From an optimization exercise on the open Yosys and OpenROAD flow, aimed at small area; shortcuts taken in it are not production practice. Function was checked by simulation only, so behaviour that the tests miss may differ from the original. The clock port is modelled as an ideal driver; clocking choices that lean on that would not hold on a real chip.

==> inputs of run R <==
Design sqrt, start of the top module:
module sqrt(input RESET, PREVIOUS, NEXT,CLK, input [31:0] N , input [31:0] DELTA , output [63:0] m);
==> flow/config.mk <==
export PLATFORM = sky130hd
export DESIGN_NAME = sqrt
export DESIGN_NICKNAME = sqrt
export VERILOG_FILES = /design/flow/design.v
export SDC_FILE = /design/flow/constraint.sdc
export NUM_CORES = 4
export LEC_CHECK = 0
export CAP_MARGIN = 5
export CORE_MARGIN = 2
export CORE_UTILIZATION = 60
export CTS_BUF_LIST = sky130_fd_sc_hd__clkbuf_8
export CTS_CLUSTER_DIAMETER = 60
export CTS_CLUSTER_SIZE = 16
export SETUP_SLACK_MARGIN = 0.1
export SLEW_MARGIN = 5
export SYNTH_HIERARCHICAL = 1
export SYNTH_MINIMUM_KEEP_SIZE = 0
==> flow/constraint.sdc <==
create_clock -name core_clock -period 15.0 [get_ports {CLK}]
set_input_delay 3.0000 -clock core_clock [delete_from_list [all_inputs] [get_ports {CLK}]]
set_output_delay 3.0000 -clock core_clock [all_outputs]
set_load 0.01 [all_outputs]
standard.sh (not shown) runs the stock make flow with config.mk's settings and CLKGATE_MAP_FILE= SYNTH_SCRIPT=/design/flow/synth_recipe.tcl, a recipe that flattens the netlist after the stock synthesis.
==> flow/flow/run.sh <==
#!/bin/bash
# Standard ORFS layout with three changes: ports are buffered with the smallest
# buffer, clock tree synthesis inserts no dummy loads, and after clock tree
# synthesis the clock buffers whose flip-flop clock pins see a slow slew are
# upsized (flow/post_cts.tcl).
set -euo pipefail
here=$(pwd)
bash standard.sh \
  BUFFER_PORTS_ARGS="-buffer_cell sky130_fd_sc_hd__buf_1" \
  CTS_ARGS="-sink_clustering_enable -repair_clock_nets -sink_clustering_size 16 -sink_clustering_max_diameter 60 -buf_list {sky130_fd_sc_hd__clkbuf_8} -dont_use_dummy_load" \
  POST_CTS_TCL="$here/flow/post_cts.tcl" \
  finish > flow_make.log 2>&1
==> flow/flow/post_cts.tcl <==
# Upsize the clock buffers that drive flip-flop clock pins with a slow slew.
estimate_parasitics -placement
foreach pass {1 2 3} {
  set todo {}
  foreach p [get_pins -hierarchical */CLK] {
    if {[get_property $p slew_max] > 0.100} {
      set net [get_nets -of_objects $p]
      foreach d [get_pins -of_objects $net -filter "direction == output"] {
        lappend todo [get_full_name [get_cells -of_objects $d]]
      }
    }
  }
  set n 0
  foreach i [lsort -unique $todo] {
    set ref [get_property [get_cells $i] ref_name]
    set to ""
    if {$ref eq "sky130_fd_sc_hd__clkbuf_4"} { set to sky130_fd_sc_hd__clkbuf_8 }
    if {$ref eq "sky130_fd_sc_hd__clkbuf_8"} { set to sky130_fd_sc_hd__clkbuf_16 }
    if {$to ne ""} { replace_cell [get_cells $i] $to; incr n }
  }
  puts "post_cts pass $pass: upsized $n clock buffers"
  if {$n == 0} { break }
  estimate_parasitics -placement
}
detailed_placement
==> run Y (differences from run R) <==
--- a/flow/design.v
+++ b/flow/design.v
@@ -6,25 +6,26 @@
     reg        o;
     reg [31:0] nq;       
     reg        pcn;
     reg        p2n;
     reg        nz;       
     reg [30:0] dh;       
-    reg [4:0]  it;
+    reg [4:0]  it;       
     reg [31:0] mr;
     assign m = {32'd0, mr};
     wire load   = PREVIOUS & NEXT;
     wire nxt    = NEXT & ~PREVIOUS;
     wire prv    = PREVIOUS & ~NEXT;
     wire active = load | ~done;
     wire [32:0] sum;
-    wire [32:0] sk_c;
-    assign sk_c[0] = 1'b0;
+    wire [32:1] sk_c;
     genvar g;
     generate
-        for (g = 0; g < 32; g = g + 1) begin : add_hl
+        assign sum[0]  = 1'b0;    
+        assign sk_c[1] = A[0] & B[0];
+        for (g = 1; g < 32; g = g + 1) begin : add_hl
             sqrt_fa u_fa (.a(A[g]), .b(B[g]), .c(sk_c[g]), .s(sum[g]), .co(sk_c[g+1]));
         end
     endgenerate
     assign sum[32] = sk_c[32];
     wire cy17 = sk_c[17];
     wire [31:0] c   = sum[32:1];
@@ -717,13 +718,13 @@
     assign cc395 = (fc362 & fs363) | (fc362 & cc394) | (fs363 & cc394);
     assign cc396 = (nq[31] & fc364) | (nq[31] & cc395) | (fc364 & cc395);
     wire big = (|A[31:17]) | (|B[31:17]) | cy17;
     wire gt  = big | ((~(cc396)) & ~nz);
     wire [31:0] dpre  = load ? DELTA : {1'b0, dh};
     wire [31:0] duse  = RESET ? 32'd1 : {1'b0, dpre[31:1]};
-    wire [4:0] itpre = load ? 5'd0 : it;
+    wire [4:0] itpre = load ? 5'd1 : it;
     reg  [31:0] sw;
     reg         p1, z1;
     integer i;
     always @* begin
         sw[0] = N[0] ^ load;
         p1 = 1'b1;
@@ -748,15 +749,15 @@
             sqrt_fa u_fa (.a(b[g]), .b(dx[g]), .c(a_c[g]), .s(a[g]), .co(a_c[g+1]));
         end
         sqrt_ha u_ha (.a(b[K]), .b(dx[K]), .s(t[K]), .co(t_c[K+1]));
         for (g = K + 1; g < 32; g = g + 1) begin : add_t
             sqrt_fa u_fa (.a(b[g]), .b(dx[g]), .c(t_c[g]), .s(t[g]), .co(t_c[g+1]));
         end
-        assign t_p[K] = a_c[K];
+        assign t_p[K] = 1'b1;
         for (g = K; g < 32; g = g + 1) begin : inc_t
-            assign a[g]     = t[g] ^ t_p[g];
+            assign a[g]     = t[g] ^ (a_c[K] & t_p[g]);
             assign t_p[g+1] = t_p[g] & t[g];
         end
     endgenerate
     reg [31:0] u;
     reg        q0;
     integer j;
@@ -771,18 +772,18 @@
     always @(posedge CLK) begin
         nq <= u;
         pcn <= ~prv;
         p2n <= ~load;
         nz <= (prv & ~|N) | (load & q0);
         dh <= dpre[31:1];
-        it <= itpre + 5'd1;
+        it <= {itpre[3:0], itpre[4] ^ itpre[2]};
         if (NEXT | PREVIOUS) begin
             s  <= sw;
         end
         if (active) begin
-            done <= RESET | (itpre == 5'd17);
+            done <= RESET | (itpre == 5'b10001);    
             mr   <= RESET ? 32'd1 : c;
             if (NEXT | PREVIOUS) begin
                 A <= a;
                 B <= b;
                 o <= nxt;
             end else if (gt == o) begin
==> flow/flow/run.sh (replaced) <==
#!/bin/bash
# Standard ORFS layout with these changes:
#  - synthesis is the standard synthesis (synth_recipe.tcl), except that its
#    final ABC mapping uses flow/abc_area.script (area-oriented, no buffering);
#  - ports are buffered with the smallest buffer;
#  - clock tree synthesis inserts no dummy loads, and afterwards the clock
#    buffers whose flip-flop clock pins see a slow slew are upsized
#    (flow/post_cts.tcl);
#  - the output ports tied low share one tie cell (flow/post_floorplan.tcl).
set -euo pipefail
here=$(pwd)
cat > "$here/synth_abc.tcl" <<EOT
proc abc {args} {
  set i [lsearch -exact \$args -script]
  if {\$i >= 0} { lset args [expr {\$i + 1}] $here/flow/abc_area.script }
  yosys abc {*}\$args
}
source $here/synth_recipe.tcl
EOT
bash standard.sh \
  SYNTH_SCRIPT="$here/synth_abc.tcl" \
  BUFFER_PORTS_ARGS="-buffer_cell sky130_fd_sc_hd__buf_1" \
  CTS_ARGS="-sink_clustering_enable -repair_clock_nets -sink_clustering_size 16 -sink_clustering_max_diameter 60 -buf_list {sky130_fd_sc_hd__clkbuf_8} -dont_use_dummy_load" \
  POST_CTS_TCL="$here/flow/post_cts.tcl" \
  POST_FLOORPLAN_TCL="$here/flow/post_floorplan.tcl" \
  finish > flow_make.log 2>&1
==> flow/flow/abc_area.script (new file) <==
&get -n
&st
&syn2
&dch -f
&nf -a -R 1000
&st
&syn2
&dch -f
&nf -a -R 1000
&put
topo
stime -c
==> flow/flow/post_floorplan.tcl (new file) <==
# The constant outputs: drive all output ports tied low from one tie cell
# instead of one tie cell per port. Here each such port is driven by a
# buffer fed by its own tie cell; feed all those buffers from the first tie
# cell (global placement later removes the buffers).
set block [ord::get_db_block]
set keep_net ""
set moved 0
foreach inst [$block getInsts] {
  if {[[$inst getMaster] getName] ne "sky130_fd_sc_hd__conb_1"} { continue }
  set hi [$inst findITerm HI]
  if {$hi ne "NULL" && [$hi getNet] ne "NULL"} { continue }
  set lo [$inst findITerm LO]
  set net [$lo getNet]
  if {$net eq "NULL"} { continue }
  if {[llength [$net getBTerms]] != 0} { continue }
  set its [$net getITerms]
  if {[llength $its] != 2} { continue }
  set load ""
  foreach it $its { if {[$it getInst] ne $inst} { set load $it } }
  if {$load eq ""} { continue }
  set buf [$load getInst]
  if {![string match "sky130_fd_sc_hd__buf_*" [[$buf getMaster] getName]]} { continue }
  set out [$buf findITerm X]
  if {$out eq "NULL" || [$out getNet] eq "NULL"} { continue }
  set onet [$out getNet]
  if {[llength [$onet getBTerms]] != 1 || [llength [$onet getITerms]] != 1} { continue }
  if {$keep_net eq ""} { set keep_net $net; continue }
  $load disconnect
  $load connect $keep_net
  odb::dbInst_destroy $inst
  odb::dbNet_destroy $net
  incr moved
}
puts "post_floorplan: moved $moved tied-low output ports onto one tie cell"
==> flow/config.mk (replaced) <==
export PLATFORM = sky130hd
export DESIGN_NAME = sqrt
export DESIGN_NICKNAME = sqrt
export VERILOG_FILES = /design/flow/design.v
export SDC_FILE = /design/flow/constraint.sdc
export NUM_CORES = 4
export LEC_CHECK = 0
export CAP_MARGIN = 20
export CORE_MARGIN = 2
export CORE_UTILIZATION = 50
export CTS_BUF_LIST = sky130_fd_sc_hd__clkbuf_8
export CTS_CLUSTER_DIAMETER = 60
export CTS_CLUSTER_SIZE = 16
export SETUP_SLACK_MARGIN = 0.1
export SLEW_MARGIN = 20
export SYNTH_HIERARCHICAL = 1
export SYNTH_MINIMUM_KEEP_SIZE = 0
==> summary of the runs <==
Between run R and run Y, the lower synthesized area is in run Y (gap about 4.7%, measured against run Y).
Clock-buffer cell count is the same in run R and run Y.
Synthesized cell count: run R is larger than run Y (about 11%).
Between run R and run Y, the lower non-clock buffer count is in run Y (gap 3).
Hold slack: run R is worse than run Y (42 ps).
In run Y the maximum frequency is higher than in run R, by about 4%.
In flip-flop and latch count, run Y and run R do not differ.
Between run Y and run R, the lower first-iteration DRC count is in run Y (gap 13%, measured against run R).


==> run E: inputs <==
Another version of the RTL of sqrt (not shown whole).
## sqrt
module sqrt(input RESET, PREVIOUS, NEXT,CLK, input [31:0] N , input [31:0] DELTA , output [63:0] m);
export LEC_CHECK = 0
export CAP_MARGIN = 20
export CORE_MARGIN = 2
export CORE_UTILIZATION = 50
export CTS_BUF_LIST = sky130_fd_sc_hd__clkbuf_8
export CTS_CLUSTER_DIAMETER = 60
export CTS_CLUSTER_SIZE = 16
export SETUP_SLACK_MARGIN = 0.1
export SLEW_MARGIN = 20
export SYNTH_HIERARCHICAL = 1
export SYNTH_MINIMUM_KEEP_SIZE = 0
create_clock -name core_clock -period 15.0 [get_ports {CLK}]
==> flow/flow/run.sh <==
#!/bin/bash
# Standard ORFS layout with four changes: ports are buffered with the smallest
# buffer, clock tree synthesis inserts no dummy loads, and after clock tree
# synthesis the clock buffers whose flip-flop clock pins see a slow slew are
# upsized (flow/post_cts.tcl); the output ports tied low share one tie cell
# (flow/post_floorplan.tcl).
set -euo pipefail
here=$(pwd)
bash standard.sh \
  BUFFER_PORTS_ARGS="-buffer_cell sky130_fd_sc_hd__buf_1" \
  CTS_ARGS="-sink_clustering_enable -repair_clock_nets -sink_clustering_size 16 -sink_clustering_max_diameter 60 -buf_list {sky130_fd_sc_hd__clkbuf_8} -dont_use_dummy_load" \
  POST_CTS_TCL="$here/flow/post_cts.tcl" \
  POST_FLOORPLAN_TCL="$here/flow/post_floorplan.tcl" \
  finish > flow_make.log 2>&1
==> flow/flow/post_floorplan.tcl <==
# The constant outputs: drive all output ports tied low from one tie cell
# instead of one tie cell per port. Here each such port is driven by a
# buffer fed by its own tie cell; feed all those buffers from the first tie
# cell (global placement later removes the buffers).
set block [ord::get_db_block]
set keep_net ""
set moved 0
foreach inst [$block getInsts] {
  if {[[$inst getMaster] getName] ne "sky130_fd_sc_hd__conb_1"} { continue }
  set hi [$inst findITerm HI]
  if {$hi ne "NULL" && [$hi getNet] ne "NULL"} { continue }
  set lo [$inst findITerm LO]
  set net [$lo getNet]
  if {$net eq "NULL"} { continue }
  if {[llength [$net getBTerms]] != 0} { continue }
  set its [$net getITerms]
  if {[llength $its] != 2} { continue }
  set load ""
  foreach it $its { if {[$it getInst] ne $inst} { set load $it } }
  if {$load eq ""} { continue }
  set buf [$load getInst]
  if {![string match "sky130_fd_sc_hd__buf_*" [[$buf getMaster] getName]]} { continue }
  set out [$buf findITerm X]
  if {$out eq "NULL" || [$out getNet] eq "NULL"} { continue }
  set onet [$out getNet]
  if {[llength [$onet getBTerms]] != 1 || [llength [$onet getITerms]] != 1} { continue }
  if {$keep_net eq ""} { set keep_net $net; continue }
  $load disconnect
  $load connect $keep_net
  odb::dbInst_destroy $inst
  odb::dbNet_destroy $net
  incr moved
}
puts "post_floorplan: moved $moved tied-low output ports onto one tie cell"
Scripts as last shown in full above: flow/flow/post_cts.tcl
==> inputs of run D, as changes to run E <==
--- a/flow/design.v
+++ b/flow/design.v
@@ -4,28 +4,29 @@
     reg [31:0] A;
     reg [31:0] B;
     reg        o;
     reg [31:0] nq;       
     reg        pcn;
     reg        p2n;
     reg        nz;       
     reg [30:0] dh;       
-    reg [4:0]  it;
+    reg [4:0]  it;       
     reg [31:0] mr;
     assign m = {32'd0, mr};
     wire load   = PREVIOUS & NEXT;
     wire nxt    = NEXT & ~PREVIOUS;
     wire prv    = PREVIOUS & ~NEXT;
     wire active = load | ~done;
     wire [32:0] sum;
     wire [32:1] sk_c;
     genvar g;
     generate
-        sqrt_ha u_ha0 (.a(A[0]), .b(B[0]), .s(sum[0]), .co(sk_c[1]));
+        assign sum[0]  = 1'b0;    
+        assign sk_c[1] = A[0] & B[0];
         for (g = 1; g < 32; g = g + 1) begin : add_hl
             sqrt_fa u_fa (.a(A[g]), .b(B[g]), .c(sk_c[g]), .s(sum[g]), .co(sk_c[g+1]));
         end
     endgenerate
     assign sum[32] = sk_c[32];
     wire cy17 = sk_c[17];
     wire [31:0] c   = sum[32:1];
     wire [15:0] x   = c[15:0];
@@ -715,17 +716,17 @@
     assign cc393 = (fc358 & fs359) | (fc358 & cc392) | (fs359 & cc392);
     assign cc394 = (fc360 & fs361) | (fc360 & cc393) | (fs361 & cc393);
     assign cc395 = (fc362 & fs363) | (fc362 & cc394) | (fs363 & cc394);
     assign cc396 = (nq[31] & fc364) | (nq[31] & cc395) | (fc364 & cc395);
     wire big = (|A[31:17]) | (|B[31:17]) | cy17;
     wire gt  = big | ((~(cc396)) & ~nz);
     wire [31:0] dpre  = load ? DELTA : {1'b0, dh};
     wire [31:0] duse  = RESET ? 32'd1 : {1'b0, dpre[31:1]};
-    wire [4:0] itpre = load ? 5'd0 : it;
+    wire [4:0] itpre = load ? 5'd1 : it;
     reg  [31:0] sw;
     reg         p1, z1;
     integer i;
     always @* begin
         sw[0] = N[0] ^ load;
         p1 = 1'b1;
         z1 = 1'b1;
         for (i = 1; i < 32; i = i + 1) begin
@@ -769,22 +770,22 @@
         end
     end
     always @(posedge CLK) begin
         nq <= u;
         pcn <= ~prv;
         p2n <= ~load;
         nz <= (prv & ~|N) | (load & q0);
         dh <= dpre[31:1];
-        it <= itpre + 5'd1;
+        it <= {itpre[3:0], itpre[4] ^ itpre[2]};
         if (NEXT | PREVIOUS) begin
             s  <= sw;
         end
         if (active) begin
-            done <= RESET | (itpre == 5'd17);
+            done <= RESET | (itpre == 5'b10001);    
             mr   <= RESET ? 32'd1 : c;
             if (NEXT | PREVIOUS) begin
                 A <= a;
                 B <= b;
                 o <= nxt;
             end else if (gt == o) begin
                 A <= c;
             end else begin
==> flow/flow/run.sh (replaced) <==
#!/bin/bash
# Standard ORFS layout with these changes:
#  - synthesis is the standard synthesis (synth_recipe.tcl), except that its
#    final ABC mapping uses flow/abc_area.script (area-oriented, no buffering);
#  - ports are buffered with the smallest buffer;
#  - clock tree synthesis inserts no dummy loads, and afterwards the clock
#    buffers whose flip-flop clock pins see a slow slew are upsized
#    (flow/post_cts.tcl);
#  - the output ports tied low share one tie cell (flow/post_floorplan.tcl).
set -euo pipefail
here=$(pwd)
cat > "$here/synth_abc.tcl" <<EOT
proc abc {args} {
  set i [lsearch -exact \$args -script]
  if {\$i >= 0} { lset args [expr {\$i + 1}] $here/flow/abc_area.script }
  yosys abc {*}\$args
}
source $here/synth_recipe.tcl
EOT
bash standard.sh \
  SYNTH_SCRIPT="$here/synth_abc.tcl" \
  BUFFER_PORTS_ARGS="-buffer_cell sky130_fd_sc_hd__buf_1" \
  CTS_ARGS="-sink_clustering_enable -repair_clock_nets -sink_clustering_size 16 -sink_clustering_max_diameter 60 -buf_list {sky130_fd_sc_hd__clkbuf_8} -dont_use_dummy_load" \
  POST_CTS_TCL="$here/flow/post_cts.tcl" \
  POST_FLOORPLAN_TCL="$here/flow/post_floorplan.tcl" \
  finish > flow_make.log 2>&1
==> flow/flow/abc_area.script (new file) <==
&get -n
&st
&dch
&nf
&st
&syn2
&if -g -K 6
&synch2
&nf
&st
&syn2
&if -g -K 6
&synch2
&nf
&st
&dch -f
&nf -a
&put
topo
stime -c
==> inputs of run G, as changes to run E <==
--- a/flow/design.v
+++ b/flow/design.v
@@ -12,21 +12,21 @@
     reg [4:0]  it;
     reg [31:0] mr;
     assign m = {32'd0, mr};
     wire load   = PREVIOUS & NEXT;
     wire nxt    = NEXT & ~PREVIOUS;
     wire prv    = PREVIOUS & ~NEXT;
     wire active = load | ~done;
     wire [32:0] sum;
-    wire [32:1] sk_c;
+    wire [32:0] sk_c;
+    assign sk_c[0] = 1'b0;
     genvar g;
     generate
-        sqrt_ha u_ha0 (.a(A[0]), .b(B[0]), .s(sum[0]), .co(sk_c[1]));
-        for (g = 1; g < 32; g = g + 1) begin : add_hl
+        for (g = 0; g < 32; g = g + 1) begin : add_hl
             sqrt_fa u_fa (.a(A[g]), .b(B[g]), .c(sk_c[g]), .s(sum[g]), .co(sk_c[g+1]));
         end
     endgenerate
     assign sum[32] = sk_c[32];
     wire cy17 = sk_c[17];
     wire [31:0] c   = sum[32:1];
     wire [15:0] x   = c[15:0];
     wire [15:0] xn  = ~x;
==> flow/flow/run.sh (replaced) <==
#!/bin/bash
# Standard ORFS layout with three changes: ports are buffered with the smallest
# buffer, clock tree synthesis inserts no dummy loads, and after clock tree
# synthesis the clock buffers whose flip-flop clock pins see a slow slew are
# upsized (flow/post_cts.tcl).
set -euo pipefail
here=$(pwd)
bash standard.sh \
  BUFFER_PORTS_ARGS="-buffer_cell sky130_fd_sc_hd__buf_1" \
  CTS_ARGS="-sink_clustering_enable -repair_clock_nets -sink_clustering_size 16 -sink_clustering_max_diameter 60 -buf_list {sky130_fd_sc_hd__clkbuf_8} -dont_use_dummy_load" \
  POST_CTS_TCL="$here/flow/post_cts.tcl" \
  finish > flow_make.log 2>&1
- CORE_UTILIZATION: 50 -> 65
- GPL_ROUTABILITY_DRIVEN: not set -> 0
- GPL_TIMING_DRIVEN: not set -> 0
removed: flow/flow/post_floorplan.tcl
==> out/metrics.yaml <==
cells_and_area:
  layout_common_cells: "nand2_1, fa_1, edfxtp_1"
  multi_input_area_um2: 8250
  multi_input_area_share_pct: 53.7
  multi_input_gates: 1045
synthesis:
  muxShareOfSynthArea_pct: 0.230
  yosys.area_share.adder_pct: 28.7
  synthXorXnorAreaFrac_pct: 4.34
  synth.distinct_cells: 64
  synthTopCellsByCount: "nand2_1, fa_1, edfxtp_1"
setup_path:
  worst-r2r-setup-slack_ns: 0.82
  worstSetupEndpoint: "A[31]$_DFFE_PP_"
route:
  route.met2.wl_um: 16300
  vias_per_cell: 5.83
placement:
  dp.cells: 1781
  place_ws_ns: 0.0214
worst_hold_path:
  holdPathEnd: "it[0]$_DFF_P_"
outcome:
  status: "timing/DRC/antenna clean"
floorplanning:
  taps: 275
The numbers above come from run G.

==> out/metrics.yaml <==
synthesis:
  synthTopCellsByCount: "nand2_1, fa_1, edfxtp_1"
  synthXorXnorAreaFrac_pct: 4.34
  yosys.area_share.adder_pct: 28.7
  muxShareOfSynthArea_pct: 0.230
  synth.distinct_cells: 64
cells_and_area:
  mostFrequentLayoutCell: "nand2_1"
  multi_input_gates: 1013
  multi_input_area_share_pct: 54.4
  layout_common_cells: "nand2_1, fa_1, edfxtp_1"
  multi_input_area_um2: 8130
placement:
  place_ws_ns: 0.394
  dp.cells: 1763
setup_path:
  crit_path_end_kind: "register"
floorplanning:
  taps: 378
outcome:
  status: "timing/DRC/antenna clean"
global_routing:
  gr-usage-met2_pct: 38.5
sta:
  rsz0062_at_grt: "no"
route:
  route.met2.wl_um: 15700
worst_hold_path:
  holdPathEnd: "it[0]$_DFF_P_"
The numbers above come from run E.

==> out/metrics.yaml <==
setup_path:
  worst-r2r-setup-slack_ns: 1.29
  worstSetupEndpoint: "A[31]$_DFFE_PP_"
synthesis:
  synth.distinct_cells: 47
  synthTopCellsByCount: "nor2_1, fa_1, nand2_1"
  yosys.area_share.adder_pct: 29.2
  muxShareOfSynthArea_pct: 0.0736
cells_and_area:
  multi_input_area_share_pct: 54.0
placement:
  place_ws_ns: 0.699
  dp.cells: 1681
outcome:
  status: "timing/DRC/antenna clean"
worst_hold_path:
  holdPathEnd: "it[1]$_DFF_P_"
The numbers above come from run D.

## static timing again, ports no longer ideal
How much do the figures lean on ideal ports? The routed layouts below were timed once more, with nothing changed but the port constraints.
Step 1 sets driving cells, clkbuf_16 on the clock port and buf_2 on the other inputs (assumed; they add their load-dependent delay and slew).
Step 2 also shifts input and output timing later by t, the mid clock arrival at the registers, as if the neighbouring blocks saw the same clock.
Slacks: ideal ports / drivers / drivers and shift; pairs: ideal ports / drivers.
| run | shift t [ns] | setup slack, ns | latest minus earliest clock arrival (ns) | slew at the worst register clock pin (ns) | cell pins on the clock port's net |
|---|---|---|---|---|---|
| run R | 0.512 | 0.558 / 0.576 / 0.064 | 0.035 / 0.036 | 0.10 / 0.10 | 1 |
| run Y | 0.517 | 1.115 / 1.136 / 0.619 | 0.025 / 0.026 | 0.10 / 0.10 | 1 |
| run E | 0.514 | 0.776 / 0.793 / 0.279 | 0.032 / 0.032 | 0.09 / 0.09 | 1 |
| run D | 0.523 | 1.153 / 1.179 / 0.656 | 0.024 / 0.024 | 0.10 / 0.10 | 1 |
| run G | 0.517 | 0.446 / 0.471 / -0.046 | 0.037 / 0.038 | 0.10 / 0.10 | 1 |
Met with ideal ports but missed after step 2: setup timing in run G.
